Context: an optimization exercise on an open-source flow, tuned for small area. The choices shown serve that exercise and are no tape-out recipe.
Function was checked by simulation only, so behaviour that the tests miss may differ from the original.
No driver is modelled on the clock port, so clock power and skew are understated where the tree is cut down; a real chip needs a root buffer or a tree.
Power and IR drop assume default switching activity.

rev 12:
## EF_PSRAM_CTRL_ahbl
module EF_PSRAM_CTRL_ahbl (
    input   wire            HCLK,
    input   wire            HRESETn,
    input   wire            HSEL,
    input   wire [31:0]     HADDR,
    input   wire [31:0]     HWDATA,
    input   wire [1:0]      HTRANS,
    input   wire [2:0]      HSIZE,
    input   wire            HWRITE,
    input   wire            HREADY,
    output  wire            HREADYOUT,
    output  wire [31:0]     HRDATA,
    output  wire            sck,
    output  wire            ce_n,
    input   wire [3:0]      din,
    output  wire [3:0]      dout,
    output  wire [3:0]      douten
);
Settings: LEC_CHECK=0, CAP_MARGIN=20, CORE_MARGIN=2, CORE_UTILIZATION=60, SLEW_MARGIN=20, BUFFER_PORTS_ARGS=-buffer_cell sky130_fd_sc_hd__buf_1, CTS_ARGS=-sink_clustering_enable -repair_clock_nets -dont_use_dummy_load -root_buf sky130_fd_sc_hd__clkbuf_4 -buf_list sky130_fd_sc_hd__clkbuf_4, POST_CTS_TCL=/design/flow/flow/clkfix.tcl; clock period 10.0 ns.
standard.sh (not shown) runs the stock make flow with config.mk's settings and CLKGATE_MAP_FILE= SYNTH_SCRIPT=/design/flow/synth_recipe.tcl, a recipe that flattens the netlist after the stock synthesis.
==> flow/flow/run.sh <==
#!/bin/bash
# The standard layout with these changes to how it is made:
#  - synthesis maps the logic with an area-oriented ABC script (flow/area.abc)
#    in place of ORFS's speed script; everything else in the synthesis is
#    synth_recipe.tcl as given (same flip-flop mapping, flattening, renaming);
#  - the port buffers are sky130_fd_sc_hd__buf_1 (buffer_ports -buffer_cell);
set -euo pipefail
W=$(pwd)
ABC_SCRIPT="$W/flow/area.abc"
sed "s|log_cmd abc {\*}\$abc_args|log_cmd abc {*}[lreplace \$abc_args 1 1 $ABC_SCRIPT]|" \
    "$FLOW_HOME/scripts/synth.tcl" > "$W/synth_area.tcl"
grep -q "$ABC_SCRIPT" "$W/synth_area.tcl"
sed "s|source \$::env(SCRIPTS_DIR)/synth.tcl|source $W/synth_area.tcl|" \
    "$W/synth_recipe.tcl" > "$W/own_synth.tcl"
grep -q "$W/synth_area.tcl" "$W/own_synth.tcl"
cat >> config.mk <<EOT
export BUFFER_PORTS_ARGS = -buffer_cell sky130_fd_sc_hd__buf_1
export CTS_ARGS = -sink_clustering_enable -repair_clock_nets -dont_use_dummy_load -root_buf sky130_fd_sc_hd__clkbuf_4 -buf_list sky130_fd_sc_hd__clkbuf_4
export POST_CTS_TCL = $W/flow/clkfix.tcl
EOT
bash standard.sh SYNTH_SCRIPT="$W/own_synth.tcl" finish > make.log 2>&1
Other scripts of this flow, unchanged in this note and not shown: flow/flow/area.abc, flow/flow/clkfix.tcl
The inputs of rev 13 differ from those of rev 12 as listed below.
Settings: a change of CORE_UTILIZATION from 60 to 66.
### Flow results
- The core utilization of rev 13 is higher than that of rev 12.
- Rev 12 vs rev 13, startpoint of the worst setup timing path: HWDATA[12] vs HWDATA[14]
- [compare] base=rev 12 new=rev 13: maximum VDD drop climbed 100 uV; power density over the cells higher.
- Diff rev 12 -> rev 13 | total chip power | down slightly

========
EF_PSRAM_CTRL_ahbl, a different RTL version from the one above (not shown whole).
Size in the first run: roughly 180 cells after synthesis, about 120 I/O pins, about 2000 um2 of cells after synthesis.
// EF_PSRAM_CTRL_ahbl
module EF_PSRAM_CTRL_ahbl (
    input   wire            HCLK,
    input   wire            HRESETn,
    input   wire            HSEL,
    input   wire [31:0]     HADDR,
    input   wire [31:0]     HWDATA,
    input   wire [1:0]      HTRANS,
    input   wire [2:0]      HSIZE,
    input   wire            HWRITE,
    input   wire            HREADY,
    output  wire            HREADYOUT,
    output  wire [31:0]     HRDATA,
    output  wire            sck,
    output  wire            ce_n,
    input   wire [3:0]      din,
    output  wire [3:0]      dout,
    output  wire [3:0]      douten
);
    reg [5:0]   q;
    reg         wr;          
    reg         sz1;         
    reg         szs;         
    reg [31:0]  sr;          
    wire [4:0]  u       = q[5:1];
    wire        start   = HTRANS[1] & HSEL & HREADY;
    assign HREADYOUT = q[0] & u[4] & (wr ? u[0] : u[3]) &
  ...
export LEC_CHECK = 0
export CAP_MARGIN = 20
export CORE_MARGIN = 2
export CORE_UTILIZATION = 40
export SLEW_MARGIN = 20
export BUFFER_PORTS_ARGS = -buffer_cell sky130_fd_sc_hd__buf_1
export CTS_ARGS = -sink_clustering_enable -repair_clock_nets -dont_use_dummy_load -root_buf sky130_fd_sc_hd__clkbuf_8 -buf_list sky130_fd_sc_hd__clkbuf_8
create_clock -name core_clock -period 10.0 [get_ports {HCLK}]
==> flow/flow/run.sh <==
#!/bin/bash
# The standard layout with three changes to how it is made:
#  - synthesis maps the logic with an area-oriented ABC script (flow/area.abc)
#    in place of ORFS's speed script; everything else in the synthesis is
#    synth_recipe.tcl as given (same flip-flop mapping, flattening, renaming);
#  - the port buffers are sky130_fd_sc_hd__buf_1 (buffer_ports -buffer_cell);
#  - the clock tree uses clkbuf_8 and no dummy loads.
# make's output goes to make.log here; ORFS's per-step logs stay under orfs/logs.
set -euo pipefail
W=$(pwd)
ABC_SCRIPT="$W/flow/area.abc"
sed "s|log_cmd abc {\*}\$abc_args|log_cmd abc {*}[lreplace \$abc_args 1 1 $ABC_SCRIPT]|" \
    "$FLOW_HOME/scripts/synth.tcl" > "$W/synth_area.tcl"
grep -q "$ABC_SCRIPT" "$W/synth_area.tcl"
sed "s|source \$::env(SCRIPTS_DIR)/synth.tcl|source $W/synth_area.tcl|" \
    "$W/synth_recipe.tcl" > "$W/own_synth.tcl"
grep -q "$W/synth_area.tcl" "$W/own_synth.tcl"
cat >> config.mk <<'EOT'
export BUFFER_PORTS_ARGS = -buffer_cell sky130_fd_sc_hd__buf_1
export CTS_ARGS = -sink_clustering_enable -repair_clock_nets -dont_use_dummy_load -root_buf sky130_fd_sc_hd__clkbuf_8 -buf_list sky130_fd_sc_hd__clkbuf_8
EOT
bash standard.sh SYNTH_SCRIPT="$W/own_synth.tcl" finish > make.log 2>&1
==> flow/flow/area.abc <==
strash
dch -f
amap
topo
The baseline completed without violations.
Then changed:
--- a/flow/flow/run.sh
+++ b/flow/flow/run.sh
@@ -7 +7 @@
-#  - the clock tree uses clkbuf_8 and no dummy loads.
+#  - the clock tree uses clkbuf_4 and no dummy loads.
@@ -20 +20 @@
-export CTS_ARGS = -sink_clustering_enable -repair_clock_nets -dont_use_dummy_load -root_buf sky130_fd_sc_hd__clkbuf_8 -buf_list sky130_fd_sc_hd__clkbuf_8
+export CTS_ARGS = -sink_clustering_enable -repair_clock_nets -dont_use_dummy_load -root_buf sky130_fd_sc_hd__clkbuf_4 -buf_list sky130_fd_sc_hd__clkbuf_4
==> flow/flow/area.abc (replaced) <==
strash
dch -f
map -a
mfs2
strash
dch -f
map -a
topo
CTS_ARGS = -sink_clustering_enable -repair_clock_nets -dont_use_dummy_load -root_buf sky130_fd_sc_hd__clkbuf_4 -buf_list sky130_fd_sc_hd__clkbuf_4   (was -sink_clustering_enable -repair_clock_nets -dont_use_dummy_load -root_buf sky130_fd_sc_hd__clkbuf_8 -buf_list sky130_fd_sc_hd__clkbuf_8)
Non-clock buffer count goes down by 1.
Final cell count rises by 15%.
Routed wire length went up by 0.91%.

-- separate check: timing with driven ports --
How much do the figures lean on ideal ports? The routed layouts below were timed once more, with nothing changed but the port constraints.
Step 1 assumes that a clkbuf_16 drives the clock port and a buf_2 every other input.
Step 2 moves the port delays by t, midway between the first and last clock arrival at a register: inputs arrive t later, outputs are due t later. That takes back most of the time a late clock gives input paths.
a / b / c = no drivers / after step 1 / after step 2; a / b = the first two.
run | t, ns | slack for setup (ns) | worst setup path at the end | worst slew at a driven data input, ns
rev 12 | 0.189 | 5.061 / 5.039 / 5.039 | input to output | 0.05
rev 13 | 0.193 | 5.058 / 5.035 / 5.035 | input to output | 0.04
the first run of note 2 | 0.309 | 4.823 / 4.800 / 4.800 | input to output | 0.04
the second run of note 2 | 0.369 | 5.090 / 5.068 / 5.068 | input to output | 0.04
After both steps every run listed still meets setup and hold.
